This is an optimization exercise on Yosys and OpenROAD, whose aim is small area and a short achievable clock period, not a production implementation. Where RTL was checked, it was by simulation tests only, not by an equivalence proof against the original. For run 2, only the layout was checked, not whether the RTL still works. Power figures rest on the tool's default switching activity, not on a simulated workload.

==> flow/design.v, too long to show whole: its modules and the start of the top module <==
// module fp32_mul: 1731 lines
// module fp32_mul_fa: 10 lines
// module fp32_mul_bsel: 9 lines
// module fp32_mul_bneg: 7 lines
// module fp32_mul_ha: 9 lines
module fp32_mul(
    input wire clk,
    input wire [31:0] a,         
    input wire [31:0] b,         
    input wire [2:0] rm,         
    output reg [31:0] result,    
    output wire nv,              
    output wire of,              
    output wire uf,              
    output wire nx               
);
  // ...
==> flow/run.sh <==
#!/bin/bash
# synth_recipe.tcl (not shown) runs the flow's synth.tcl, then flattens the netlist and writes it again
# the make line also repeats each setting of config.mk as NAME=value (left out here)
make -C /OpenROAD-flow-scripts/flow DESIGN_CONFIG=/design/flow/config.mk WORK_HOME=/design/flow/orfs CLKGATE_MAP_FILE= SYNTH_SCRIPT=/design/flow/synth_recipe.tcl finish
==> flow/config.mk <==
export PLATFORM = sky130hd
export DESIGN_NAME = fp32_mul
export DESIGN_NICKNAME = fp32_mul
export VERILOG_FILES = /design/flow/design.v
export SDC_FILE = /design/flow/constraint.sdc
export NUM_CORES = 4
export LEC_CHECK = 0
export CAP_MARGIN = 20
export CORE_MARGIN = 2
export CORE_UTILIZATION = 40
export SETUP_SLACK_MARGIN = 3.9
export SLEW_MARGIN = 20
export SYNTH_HIERARCHICAL = 1
==> flow/constraint.sdc <==
create_clock -name core_clock -period 8.2 [get_ports {clk}]
set_input_delay 1.6400 -clock core_clock [delete_from_list [all_inputs] [get_ports {clk}]]
set_output_delay 1.6400 -clock core_clock [all_outputs]
set_load 0.01 [all_outputs]
==> results.sh, run 1 <==
export IMPL_synth_area_um2=26500
export IMPL_powerSeq_mw=1.95
export IMPL_dpl_cell_count=3695
export IMPL_multi_input_area_share_pct=70.3
export IMPL_worst_endpoint_arrival_ns=2.70
export IMPL_relSlewSlack_pct=35.3
export IMPL_yosys_warnings=10
export IMPL_wl_mm=93.5
export IMPL_vias=23756
export IMPL_crit_path_top_delay_cell="dfxtp_2"
export IMPL_cts_buffer_depth=3
export IMPL_crit_family="simple AND/OR/NAND/NOR gates"
export IMPL_synth_area_mux_share_pct=4.61
export IMPL_postCtsSetupBuffers=10
export IMPL_vias_per_cell=6.29
export IMPL_core_um2=65600
export IMPL_finalSetupViolCount=0
export IMPL_tritoncts="built"
export IMPL_layout_setup_ws_ns=3.86
export IMPL_status="timing/DRC/antenna clean"
export IMPL_multi_input_area_um2=21300
export IMPL_cts_resized=97
export IMPL_dominant_cells="multi-input combinational cells"
export IMPL_grt_busiest_layer="met2"
export IMPL_startpoint_type="flip-flop"
export IMPL_grtUsageMet1_pct=34.9
export IMPL_nFillCells=6234
export IMPL_p_switching_mw=6.98
export IMPL_pg_clk_mw=1.26
export IMPL_power_leader="combinational cells"
export IMPL_drtIter0Drc=2513
export IMPL_pre_cts_ws_ns=3.36
export IMPL_detailed_place_area_um2=28700
export IMPL_io_buffers=103
export IMPL_synth_edf_count=0
export IMPL_tap_cells=864
export IMPL_cts_sinks=250
==> inputs of run 2 (changes only) <==
--- a/flow/design.v
+++ b/flow/design.v
@@ -1699,18 +1699,30 @@
         s3_is_nan <= s2_is_nan;
         s3_is_inf <= s2_is_inf;
         s3_is_zero <= s2_is_zero;
     end
     wire inexact = s3_g | s3_rest;
     wire round_up = (s3_m_rne & s3_g & (s3_mant[0] | s3_rest)) |
                     (s3_m_rmm & s3_g) |
                     (s3_m_away & (s3_hi ? s3_g : inexact));
-    wire [24:0] rounded = {1'b0, s3_mant} + {24'b0, round_up};
-    wire round_carry = round_up & (&s3_mant);      
+    wire [24:0] all_below;
+    genvar gk;
+    generate
+        for (gk = 0; gk <= 24; gk = gk + 1) begin : g_inc
+            if (gk == 0) begin : g_first
+                assign all_below[gk] = 1'b1;
+            end else begin : g_rest
+                assign all_below[gk] = &s3_mant[gk-1:0];
+            end
+        end
+    endgenerate
+    wire [23:0] mant_inc = s3_mant ^ all_below[23:0];
+    wire [24:0] rounded = round_up ? {all_below[24], mant_inc} : {1'b0, s3_mant};
+    wire round_carry = round_up & all_below[24];      
     wire carry = s3_hi | round_carry;
     wire special = s3_is_nan | s3_is_inf | s3_is_zero;
     wire of_to_max = ~(s3_m_rne | s3_m_rmm | s3_m_away);
     wire ovf_early = ~s3_exp_le0 & (s3_exp_ge255 | (s3_exp_eq254 & s3_hi));
     wire ovf_late = ~s3_exp_le0 & s3_exp_eq254 & ~s3_hi & round_carry;
     wire ovf = ovf_early | ovf_late;
     wire fixed = special | ovf_early;
     wire [7:0] fixed_exp = s3_is_zero & ~s3_is_nan & ~s3_is_inf ? 8'h00 :
==> results.sh, run 2 <==
export IMPL_status="timing/DRC/antenna clean"
export IMPL_syn_avg_cell_area_um2=9.69
export IMPL_io_buffers=103
export IMPL_r2r_start="ma[10]$_DFF_P_"
export IMPL_period_needed_ns=4.95
export IMPL_dieHeight_um=261
export IMPL_rr_worst_depth=9
export IMPL_synth_ff_latch_count=250
export IMPL_clock_latency_ns=0.56
export IMPL_yosys_area_top_type_share_pct=20.4
export IMPL_cts_sinks=250
export IMPL_layout_cells_most_common="xor2_1"
export IMPL_nFillCells=6221
export IMPL_rrSetupSlack_ns=4.03
export IMPL_min_period_over_period_pct=60.3
export IMPL_vias=23012
export IMPL_path_max_fanout=3
export IMPL_drc=0
export IMPL_top_layer_used="met4"
export IMPL_cap_violations=0
export IMPL_synth_area_um2=26300
export IMPL_yosys_warnings=10
export IMPL_cp_required_ns=6.56
export IMPL_grt_ovfl_total=0
export IMPL_rsz0062_at_grt="true"
export IMPL_seq_area_frac_synth_pct=19.0
export IMPL_io_pins=104
export IMPL_synth_edf_count=0
export IMPL_final_layout_size_suffix_gt1_share_pct=11.7
export IMPL_wl_mm=93.1
export IMPL_grtUsageTotal_pct=27.1
export IMPL_antenna_found_initial=2
export IMPL_finalSetupViolCount=0
export IMPL_synth_cell_types=107
export IMPL_dieWidth_um=261
export IMPL_syn_to_final_growth_pct=14.6
export IMPL_vias_per_cell=6.09
export IMPL_path_class="flip-flop to output pin"
export IMPL_path_clk_slew_ns=0.06
export IMPL_drtIter0Drc=1934
export IMPL_synth_most_common_cell="xor2_1"
export IMPL_leakagePower_nw=12.5
export IMPL_cts_max_level=1
export IMPL_ff_latch_area_um2=5020
export IMPL_rows=94
export IMPL_post_route_cell_area_um2=30200
export IMPL_die_area_um2=67900
export IMPL_cts_made_buffers=27
export IMPL_min_path_cells=0
export IMPL_slew_viol_final=0
export IMPL_tritoncts="built"
export IMPL_hold_end="s3_exp[4]$_DFF_P_"
export IMPL_startpoint_type="flip-flop"
export IMPL_syn_instance_count=2718
export IMPL_worst_pin_slew_ns=0.898
export IMPL_fin_worst_skew_ns=0.0260
export IMPL_hpwl_mm=64.0
export IMPL_drt_pass1_iter_count=5
export IMPL_yosysTopAreaCell="fa_1"
export IMPL_endpoint_kind="output pin"
export IMPL_hp_start="s2_exp[4]$_DFF_P_"
export IMPL_final_cell_mix="353 x xor2_1, 300 x a22o_1, 267 x fa_1"
export IMPL_async_reset_ff_share_pct=0
export IMPL_synth_flop_cell="dfxtp_1"
export IMPL_start_util_pct=40.2
export IMPL_finalHoldViolCount=0
export IMPL_power_density_nw_per_um2=468
export IMPL_core_um2=65500
export IMPL_grt_max_degree=73
export IMPL_root_buffer="clkbuf_16"
export IMPL_ir_drop_uv=220
export IMPL_detail_route_antenna_nets=0
export IMPL_hold_path_class="flip-flop to flip-flop"
export IMPL_worst_endpoint_arrival_ns=3.31
export IMPL_synthTopCellsByCount="353 x xor2_1, 300 x a22o_1, 269 x fa_1"
export IMPL_timing_setup_tns_ns=0
export IMPL_multi_input_area_um2=21100
export IMPL_nets=3347
export IMPL_reg2reg_to="tc2[25]$_DFF_P_"
export IMPL_grt_pass1_wl_mm=143
export IMPL_n_antenna_cell=0
export IMPL_place_gp_congestion=0.923
export IMPL_cts_buffer_depth=3
export IMPL_synth_area_leaders="fa_1 20%, dfxtp_1 19%, xor2_1 12%, a22o_1 10%, ha_1 5.3%"
export IMPL_top_regs="tc2: 36 flops, ts2: 36 flops"
export IMPL_grt_pass1_vias=24071
export IMPL_detailed_place_area_um2=28700
export IMPL_wl_per_cell_um=24.6
export IMPL_wl_met1_mm=37.7
export IMPL_clock_fmax_mhz=202
export IMPL_relSlewSlack_pct=39.7
export IMPL_met3_length_mm=6.91
export IMPL_met2_length_mm=44.5
run 2: cell types whose count changed in the layout (fill, tap and decap cells not counted), moves of 10 or more:
cell     change
a21o_1      +10
a21oi_1     -22
and3_1      +11
buf_4       +16
dfxtp_1     +15
dfxtp_2     -15
mux4_2      -10
nand2_1     +33
nand4_1     -21
o21ai_0     -10
run 2: cell type report:
| cell class | instances | area share [%] |
|---|---|---|
| Clock inverter | 9 | 0.377 |
| Inverter | 72 | 0.912 |
| Timing Repair Buffer | 217 | 6.05 |
| Clock buffer | 39 | 2.68 |
| Sequential cell | 250 | 16.6 |
| Multi-Input combinational cell | 2330 | 69.8 |
| Tap cell | 864 | 3.58 |
run 2: logic make-up after synthesis:
group,count (synthesis),share of synthesized area (%)
AO/OA/AOI/OAI,843,24.7
AND/OR/NAND/NOR,606,11.2
XOR/XNOR,384,12.8
adder cells (fa/ha/maj),381,25.8
flip-flops,250,19.0
buffers and inverters,161,2.52
multiplexers,92,4.07
other,1,0.0142
run 2: stage by stage:
| stage | hold WS (ns) | setup WS [ns] | total power, mW | std cells | util (%) |
|---|---|---|---|---|---|
| global placement | 0.310 | 3.10 | 12.0 | 3690 | 43.8 |
| CTS | 0.307 | 3.26 | 13.6 | 3762 | 45.6 |
| global route | 0.315 | 3.11 | 15.3 | 3781 | 46.1 |
| finish | 0.305 | 3.25 | 14.1 | 3781 | 46.1 |
| detailed placement | 0.312 | 3.04 | 12.2 | 3690 | 43.8 |
| floorplan | 0.310 | 3.92 | 9.00 | 2741 | - |
run 2: modules after synthesis, one instance, submodules excluded:
| module | flip-flops and latches | times used |
|---|---|---|
| fp32_mul | 250 | 1 |
| fp32_mul_bneg | 0 | 300 |
| fp32_mul_bsel | 0 | 300 |
| fp32_mul_fa | 0 | 264 |
| fp32_mul_ha | 0 | 22 |
run 2: worst max-delay path by stage:
stage,end,start,depth (start not counted),slack (ns)
2_1_floorplan,result[28],s3_mant[0]$_DFF_P_,13,3.92
3_3_place_gp,result[28],s3_mant[0]$_DFF_P_,14,3.10
3_5_place_dp,result[30],s3_mant[0]$_DFF_P_,14,3.04
4_1_cts,result[30],s3_mant[0]$_DFF_P_,14,3.26
5_1_grt,result[30],s3_mant[0]$_DFF_P_,14,3.11
6_report,result[30],s3_mant[0]$_DFF_P_,14,3.25
run 2: timing repair:
action	in CTS	in global routing
setup buffers	24	19
hold endpoints to repair	0	0
endpoints found under the setup margin	61	68
hold buffers	0	0
resized for setup	104	60
pin swaps	14	19
run 2: critical path: stages, from the launching register on:
cell and delay (ns):
dfxtp_4 0.36, ha_4 0.13, and3_4 0.19, and4_4 0.21, and4_4 0.23, and3_4 0.17, and3_4 0.20, and3_4 0.20
a21o_1 0.17, and2_4 0.16, and3_4 0.20, nand3_2 0.08, xor2_1 0.15, o21ai_2 0.14, buf_2 0.16
run 2: where the power goes:
| part | leakage (nW) | switching (mW) | internal, mW | total, mW |
|---|---|---|---|---|
| clock | 0.452 | 0.513 | 0.749 | 1.26 |
| sequential | 2.09 | 0.194 | 1.70 | 1.90 |
| combinational | 9.95 | 6.38 | 4.59 | 11.0 |
| total | 12.5 | 7.09 | 7.04 | 14.1 |
run 2: routing by layer:
metal,up-vias,track usage [%]
li1,10315,-
met1,11276,34.1
met2,1154,46.0
met3,267,4.74
met4,0,10.6
met5,-,0

==> re-timing with driven ports <==
The flow's constraints put no driver on any port. The routed layouts listed below were extracted and timed again, unchanged, in two steps.
Step 1 assumes that a clkbuf_16 drives the clock port and a buf_2 every other input.
Step 2 also shifts input and output timing later by t, the mid clock arrival at the registers, as if the neighbouring blocks saw the same clock.
Slacks: ideal / step 1 / step 2; pairs: ideal / step 1.
run	shift t [ns]	setup slack, ns	worst hold slack (ns)	slew at the worst register clock pin (ns)	worst data-port slew with drivers (ns)
run 1	0.635	3.859 / 3.803 / 3.516	0.323 / 0.323 / 0.323	0.07 / 0.07	0.04
run 2	0.610	3.252 / 3.195 / 3.578	0.305 / 0.305 / 0.305	0.07 / 0.07	0.04
After both steps setup and hold are still met in every run listed. For run 1, which loses most, drivers alone change the setup slack by -0.056 ns; drivers and shift together by -0.343 ns.
